Context: an optimization exercise on an open-source flow, tuned for small area. The choices shown serve that exercise and are no tape-out recipe. In this exercise RTL edits were held to simulation tests only and were not proved equivalent to the original. Power is estimated from default activity; no workload was simulated.

===== flow/design.v =====
`timescale 1ns / 1ps
module sd_controller(
    output reg cs,  
    output mosi,  
    input miso,  
    output sclk,  
    input rd,    
    output reg [7:0] dout,  
    output reg byte_available,  
    input wr,    
    input [7:0] din,  
    output reg ready_for_next_byte,  
    input reset,  
    output ready,  
    input [31:0] address,    
    input clk,   
    output [4:0] status,  
    output reg [7:0] recv_data
);
    parameter RST = 0;
    parameter INIT = 1;
    parameter CMD0 = 2;
    parameter CMD8 = 20;
    parameter CMD55 = 3;
    parameter CMD41 = 4;
    parameter POLL_CMD = 5;
    parameter IDLE = 6;
    parameter READ_BLOCK = 7;
    parameter READ_BLOCK_WAIT = 8;
    parameter READ_BLOCK_DATA = 9;
    parameter READ_BLOCK_CRC = 10;
    parameter SEND_CMD = 11;
    parameter RECEIVE_BYTE_WAIT = 12;
    parameter RECEIVE_BYTE = 13;
    parameter WRITE_BLOCK_CMD = 14;
    parameter WRITE_BLOCK_INIT = 15;
    parameter WRITE_BLOCK_DATA = 16;
    parameter WRITE_BLOCK_BYTE = 17;
    parameter WRITE_BLOCK_WAIT = 18;
    parameter WRITE_DATA_SIZE = 515;
    parameter BOOT_TICKS = 27'd1_000;
    (*mark_debug = "true"*) reg [4:0] state;
    assign status = state;
    reg [4:0] return_state;
    reg sclk_sig;
    reg [55:0] cmd_out;
    reg cmd_mode;
    reg [7:0] data_sig;
    reg [2:0] response_type;
    reg [9:0] byte_counter;
    reg [9:0] bit_counter;
    reg [26:0] boot_counter;
    reg [7:0] reset_counter;
    reg [7:0] slow_div; 
    reg [3:0] fast_div;       
    reg high_speed_mode;
    always @(posedge clk) begin
        if (reset) begin
            slow_div <= 0;
            fast_div <= 0;
            high_speed_mode <= 0;
        end else begin
            slow_div <= slow_div + 1;
            fast_div <= fast_div + 1;
            if (state >= 6) high_speed_mode <= 1; 
        end
    end
    wire tick_slow = (slow_div == 0);
    wire tick_fast = (fast_div == 0);
    wire clock_enable = high_speed_mode ? tick_fast : tick_slow; 
    always @(posedge clk) begin
        if(reset == 1) begin
            state <= RST;
            sclk_sig <= 0;
            boot_counter <= BOOT_TICKS;
            cmd_mode <= 1;
            cs <= 1;
            cmd_out <= {56{1'b1}};
            data_sig <= 8'hFF;
            byte_available <= 0;
            ready_for_next_byte <= 0;
            dout <= 8'h00;
            recv_data <= 8'h00;
            byte_counter <= 0;
            bit_counter <= 0;
            return_state <= RST;
            response_type <= 3'b1;
            if (clock_enable) begin
                reset_counter <= reset_counter + 1;
                if (reset_counter[2]) sclk_sig <= ~sclk_sig;
            end
        end
        else begin
            if (clock_enable) begin
            case(state)
                RST: begin
                    if(boot_counter == 0) begin
                        sclk_sig <= 0;
                        cmd_out <= {56{1'b1}};
                        byte_counter <= 0;
                        byte_available <= 0;
                        ready_for_next_byte <= 0;
                        cmd_mode <= 1;
                        bit_counter <= 160;
                        cs <= 1;
                        state <= INIT;
                    end
                    else begin
                        boot_counter <= boot_counter - 1;
                        sclk_sig <= 1;  
                    end
                end
                INIT: begin
                    if(bit_counter == 0) begin
                        cs <= 0;
                        state <= CMD0;
                    end
                    else begin
                        bit_counter <= bit_counter - 1;
                        sclk_sig <= ~sclk_sig;
                    end
                end
                CMD0: begin
                    cmd_out <= 56'hFF_40_00_00_00_00_95;
                    bit_counter <= 55;
                    response_type <= 3'b1;
                    return_state <= CMD8;
                    state <= SEND_CMD;
                end
                CMD8: begin
                    cmd_out <= 56'hFF_48_00_00_01_AA_87;
                    bit_counter <= 55;
                    response_type <= 3'b111;
                    return_state <= CMD55;
                    state <= SEND_CMD;
                end
                CMD55: begin
                    cmd_out <= 56'hFF_77_00_00_00_00_01;
                    bit_counter <= 55;
                    response_type <= 3'b1;
                    return_state <= CMD41;
                    state <= SEND_CMD;
                end
                CMD41: begin
                    cmd_out <= 56'hFF_69_40_00_00_00_01;
                    bit_counter <= 55;
                    response_type <= 3'b1;
                    return_state <= POLL_CMD;
                    state <= SEND_CMD;
                end
                POLL_CMD: begin
                    if(recv_data[0] == 0) begin
                        state <= IDLE;  
                    end
                    else begin
                        state <= CMD55;  
                    end
                end
                IDLE: begin
                    byte_available <= 0;
                    if(rd == 1) begin
                        state <= READ_BLOCK;
                    end
                    else if(wr == 1) begin
                        state <= WRITE_BLOCK_CMD;
                    end
                    else begin
                        state <= IDLE;
                    end
                end
                READ_BLOCK: begin
                    cmd_out <= {16'hFF_51, address, 8'hFF};
                    bit_counter <= 55;
                    response_type <= 3'b1;
                    boot_counter <= 65_000;  
                    return_state <= READ_BLOCK_WAIT;
                    state <= SEND_CMD;
                end
                READ_BLOCK_WAIT: begin
                    if(sclk_sig == 1 && miso == 0) begin
                        byte_counter <= 511;
                        bit_counter <= 7;
                        return_state <= READ_BLOCK_DATA;
                        state <= RECEIVE_BYTE;
                    end else if (boot_counter == 0) begin
                        state <= IDLE;  
                    end else begin
                        boot_counter <= boot_counter - 1;
                    end
                    sclk_sig <= ~sclk_sig;
                end
                READ_BLOCK_DATA: begin
                    dout <= recv_data;
                    byte_available <= 1;
                    if (rd) begin  
                        if (byte_counter == 0) begin
                            bit_counter <= 7;
                            return_state <= READ_BLOCK_CRC;
                            state <= RECEIVE_BYTE;
                        end
                        else begin
                            byte_counter <= byte_counter - 1;
                            return_state <= READ_BLOCK_DATA;
                            bit_counter <= 7;
                            state <= RECEIVE_BYTE;
                        end
                    end
                end
                READ_BLOCK_CRC: begin
                    bit_counter <= 7;
                    return_state <= IDLE;
                    state <= RECEIVE_BYTE;
                end
                SEND_CMD: begin
                    if (sclk_sig == 1) begin
                        if (bit_counter == 0) begin
                            state <= RECEIVE_BYTE_WAIT;
                        end
                        else begin
                            bit_counter <= bit_counter - 1;
                            cmd_out <= {cmd_out[54:0], 1'b1};
                        end
                    end
                    sclk_sig <= ~sclk_sig;
                end
                RECEIVE_BYTE_WAIT: begin
                    if (sclk_sig == 1) begin
                        if (miso == 0) begin
                            recv_data <= 0;
                            case (response_type)
                                1: bit_counter <= 6;
                                7: bit_counter <= 38;
                                default: bit_counter <= 6;
                            endcase
                            state <= RECEIVE_BYTE;
                        end
                    end
                    sclk_sig <= ~sclk_sig;
                end
                RECEIVE_BYTE: begin
                    byte_available <= 0;
                    if (sclk_sig == 1) begin
                        recv_data <= {recv_data[6:0], miso};
                        if (bit_counter == 0) begin
                            state <= return_state;
                        end
                        else begin
                            bit_counter <= bit_counter - 1;
                        end
                    end
                    sclk_sig <= ~sclk_sig;
                end
                WRITE_BLOCK_CMD: begin
                    cmd_out <= {16'hFF_58, address, 8'hFF};
                    bit_counter <= 55;
                    return_state <= WRITE_BLOCK_INIT;
                    response_type <= 1;
                    state <= SEND_CMD;
                    ready_for_next_byte <= 1;
                end
                WRITE_BLOCK_INIT: begin
                    cmd_mode <= 0;
                    byte_counter <= WRITE_DATA_SIZE; 
                    state <= WRITE_BLOCK_DATA;
                    ready_for_next_byte <= 0;
                end
                WRITE_BLOCK_DATA: begin
                    if (byte_counter == 0) begin
                        state <= RECEIVE_BYTE_WAIT;
                        return_state <= WRITE_BLOCK_WAIT;
                    end
                    else begin
                        if ((byte_counter == 2) || (byte_counter == 1)) begin
                            data_sig <= 8'hFF;
                        end
                        else if (byte_counter == WRITE_DATA_SIZE) begin
                            data_sig <= 8'hFE;
                        end
                        else begin
                            data_sig <= din;
                            ready_for_next_byte <= 1;
                        end
                        bit_counter <= 7;
                        state <= WRITE_BLOCK_BYTE;
                        byte_counter <= byte_counter - 1;
                    end
                end
                WRITE_BLOCK_BYTE: begin
                    if (sclk_sig == 1) begin
                        if (bit_counter == 0) begin
                            state <= WRITE_BLOCK_DATA;
                            ready_for_next_byte <= 0;
                        end
                        else begin
                            data_sig <= {data_sig[6:0], 1'b1};
                            bit_counter <= bit_counter - 1;
                        end;
                    end;
                    sclk_sig <= ~sclk_sig;
                end
                WRITE_BLOCK_WAIT: begin
                    if (sclk_sig == 1) begin
                        if (miso == 1) begin
                            state <= IDLE;
                            cmd_mode <= 1;
                        end
                    end
                    sclk_sig <= ~sclk_sig;
                end
                default: begin
                    state <= RST;
                    sclk_sig <= 0;
                    boot_counter <= 27'd005_000;
                    cmd_mode <= 1;
                    cs <= 1;
                    cmd_out <= {56{1'b1}};
                    data_sig <= 8'hFF;
                end
            endcase
            end
        end
    end
    assign sclk = sclk_sig;
    assign mosi = cmd_mode ? cmd_out[55] : data_sig[7];
    assign ready = (state == IDLE);
endmodule

===== flow/config.mk =====
export PLATFORM = sky130hd
export DESIGN_NAME = sd_controller
export DESIGN_NICKNAME = sd_controller
export VERILOG_FILES = /design/flow/design.v
export SDC_FILE = /design/flow/constraint.sdc
export NUM_CORES = 4
export LEC_CHECK = 0
export CAP_MARGIN = 20
export CORE_MARGIN = 2
export CORE_UTILIZATION = 40
export SLEW_MARGIN = 20

===== flow/constraint.sdc =====
create_clock -name core_clock -period 6.0 [get_ports {clk}]
set_input_delay 1.2000 -clock core_clock [delete_from_list [all_inputs] [get_ports {clk}]]
set_output_delay 1.2000 -clock core_clock [all_outputs]
set_load 0.01 [all_outputs]

===== flow/run.sh =====
#!/bin/bash
# synth_recipe.tcl (not shown) runs the flow's synth.tcl, then flattens the netlist and writes it again
# the make line also repeats each setting of config.mk as NAME=value (left out here)
make -C /OpenROAD-flow-scripts/flow DESIGN_CONFIG=/design/flow/config.mk WORK_HOME=/design/flow/orfs CLKGATE_MAP_FILE= SYNTH_SCRIPT=/design/flow/synth_recipe.tcl finish

==> run summary <==
run status -> no timing/DRC/antenna violations
FF+latch count, synth -> 158
H-Tree Depth -> 4
Synth async-reset ratio -> 0%
EDFF count, synth -> 4
first-pass detailed-route iteration total -> 5
Mapped Area -> 0.00901 sq mm
CTS tree -> built
GRT overflow -> 0
cts hold-fix bufs -> 0
startpoint type of the worst setup path -> flop
fin area -> 0.0105 sq mm
CP max stage cell -> clkdlybuf4s50_1
vias in the first global route -> 8,083
FF-to-FF End -> byte_counter[0]
initial antenna violation count -> 0
HPWL Detailed -> 17,000 microns
most common cell after layout, fill and taps aside -> dfxtp_1
Slew HR -> 26.7%
Ports -> 72
postcts setup bufs -> 0
DRT Wirelength -> 26,400 microns
final setup vio count -> 0
clock insertion delay at the later pin of the skew report -> 0.44 ns
Syn Area/Cell -> 8.11 sq um
CP endpoint kind -> primary output
Sink Count -> 158
share of cells above drive strength 1 -> 8.14%
crit-path max FO -> 44
post-DR wirelength/cell -> 18.6 microns
worst min path class -> flop to flop
Filler cells -> 2,150
DP Cell Count -> 1,390
fin nets -> 1,186
Synth cell types -> 85
Non-Filler Instances -> 1,422
cts bufs inserted -> 17
Mapped Nets -> 1,168
Peak supply drop -> 0.000251 V
most frequent cells in the layout -> 152 x dfxtp_1, 91 x nor2_1, 86 x a21oi_1, 75 x o21ai_0, 70 x clkdlybuf4s50_1
register area share after synthesis -> 35.6%
total of max-cap violations -> 0
CORE AREA -> 0.0220 sq mm
Post-Syn Instances -> 1,111
Max Buffers Root-to-Sink -> 2
Worst Skew -> 0.00853 ns
Post-CTS Resized -> 0
Clock transition at path regs -> 0.07 ns
CP required -> 4.80 ns
Yosys top cell area share -> 34.2%
Layout area overhead -> 16.6%
R2R cell count -> 6
Iteration-0 DRC Markers -> 830
drc violations -> 0
die width -> 154 microns
leakage -> 0.00355 uW
first-pass GRT wire length -> 42,900 microns
Total Neg Setup Slack -> 0 ns
post-route ant nets -> 0
CP arrival -> 2.57 ns
f_max -> 265 MHz
GP Congestion -> 0.958
largest net degree at the start of global routing -> 73
GRT Total Usage -> 22.1%
die area -> 0.0237 sq mm
DR vias/cell -> 6.23
CP max stage delay -> 0.64 ns
final hold violation count -> 0
Worst Hold End -> dout[2]
Die Y -> 154 microns
ys flop type -> dfxtp_1
hold depth -> 2
FF-to-FF setup slack -> 2.51 ns
hold slack -> 0.452 ns
power per cell area -> 552 mW/mm^2
cell taking the most area after synthesis -> dfxtp_1
CP Cell Sequence -> buf_4 -> nand2b_1 -> nor4_1 -> clkdlybuf4s50_1
RSZ-0062 raised after global routing -> false
Root Buffer -> clkbuf_16
Crit Path Class -> flop to primary output
Vias -> 8,862
Buffers on Ports -> 71
Starting Density -> 41.0%
# diodes -> 0
FF-to-FF Start -> boot_counter[18]
Final Max Tran Viols -> 0
dpl cell area -> 0.00985 sq mm
Area contributors post-synth -> dfxtp_1 34%, a21oi_1 4.8%, a211o_1 4.3%, nor4_1 4.2%, o21ai_0 4.2%
post-route minimum period -> 3.77 ns
Worst-Margin Slew -> 1.09 ns
number of synthesis warnings -> 1
fin crit share -> 62.8%
# rows -> 54
min-delay src -> dout[2]
==> area by class of cell <==
class                      count  area, sq um  share of cell area (%)
multi-input combinational    834         5340                    50.8
timing repair buffer          93          873                    8.31
clock inverter                12          180                    1.72
inverter                      25         93.8                   0.893
tap                          280          350                    3.33
clock buffer                  20          467                    4.44
sequential                   158         3210                    30.5
==> critical path, delay by kind of cell (launching register included) <==
kind	cells	cell delay, ns
buffers and inverters	2	1.03
and+or+nand+nor	2	0.81
DFF	1	0.30
==> sequential cells by signal, summed over array words and instances, names as in the netlist, 3 cells and up <==
signal,count
dout,8
state,5
slow_div,8
boot_counter,27
byte_counter,10
fast_div,4
bit_counter,10
data_sig,8
cmd_out,55
reset_counter,3
recv_data,8
return_state,5
==> worst max path at each step <==
stage	from	end	cells past startpoint	slack, ns
2_1_floorplan	miso	byte_counter[0]	7	3.11
3_3_place_gp	miso	boot_counter[9]	7	2.18
3_5_place_dp	miso	boot_counter[9]	7	2.18
4_1_cts	state[2]	ready	4	2.19
5_1_grt	state[2]	ready	4	2.08
6_report	state[2]	ready	4	2.23
==> power by group <==
| part | switching (uW) | internal (uW) | leakage, uW |
|---|---|---|---|
| registers | 189 | 1300 | 0.00129 |
| logic | 2010 | 1110 | 0.00194 |
| clock network | 462 | 733 | 0.000321 |
| total | 2660 | 3140 | 0.00355 |
==> logic make-up (layout without fill, tap and decap cells) <==
logic type,count (synthesis),after routing,share of synthesized area (%)
adder cells (fa/ha/maj),13,13,1.78
AND/OR/NAND/NOR,410,410,24.8
AO/OA/AOI/OAI,375,375,28.6
multiplexers,10,10,1.15
buffers and inverters,119,150,5.67
XOR/XNOR,26,26,2.53
flip-flops,158,158,35.6
==> cells in the mapped netlist (8+ instances only) <==
cell type and instances:
xnor2_1 19, nor2_1 94, clkbuf_1 72, or2_2 10, nand2b_1 17, o22ai_1 9, buf_1 8, a211o_1 44
a211oi_1 14, inv_1 22, a21oi_1 86, nand3_1 27, nor4_1 61, and4_1 11, nor2b_1 17, ha_1 12
nor3_1 36, a31oi_1 25, or4_1 8, a221oi_1 36, nand2_1 69, o21ai_0 75, dfxtp_1 154
==> per-layer routing <==
| metal | vias to the layer above | wire length [microns] | part of all wire, % | global-route usage (%) |
|---|---|---|---|---|
| li1 | 4278 | - | - | - |
| met4 | 0 | 562 | 2.1 | 6.68 |
| met2 | 325 | 11500 | 44 | 33.3 |
| met1 | 4216 | 12800 | 48 | 31.7 |
| met3 | 43 | 1530 | 5.8 | 4.43 |
| met5 | - | 0 | 0 | 0 |
==> stage by stage <==
step                      power [uW]  utilization, %  setup slack, ns
after global placement          4560            44.9             2.18
after global routing            6180            47.8             2.08
after detailed placement        4560            44.9             2.18
after CTS                       5770            47.8             2.19
final                           5800            47.8             2.23
after floorplan                 3800               -             3.11

[port drivers added, routing unchanged]
In the flow no input, the clock included, has a driving cell. The finished layout below was timed again as built, in two steps.
Step 1 (the two cells are an assumption about what drives the block):
set clk [get_ports {clk}]
set_driving_cell -lib_cell sky130_fd_sc_hd__clkbuf_16 $clk
set_driving_cell -lib_cell sky130_fd_sc_hd__buf_2 [delete_from_list [all_inputs] $clk]
Step 2 adds t to the input delays and takes it off the output delays; t is the mean of the earliest and latest rising clock arrival at the registers after step 1. Input paths then give back, and output paths get back, about the clock's delay inside the block.
Slacks: no drivers / after step 1 / after step 2; pairs: no drivers / after step 1.
shift t [ns]: 0.480
slack for setup (ns): 2.230 / 2.182 / 2.080
hold slack, ns: 0.452 / 0.452 / 0.452
worst setup path at the end: input to register
worst data-port slew with drivers (ns): 0.05
After both steps this run still meets setup and hold. The setup slack of this run moves by -0.048 ns with the drivers and by -0.150 ns with both steps.
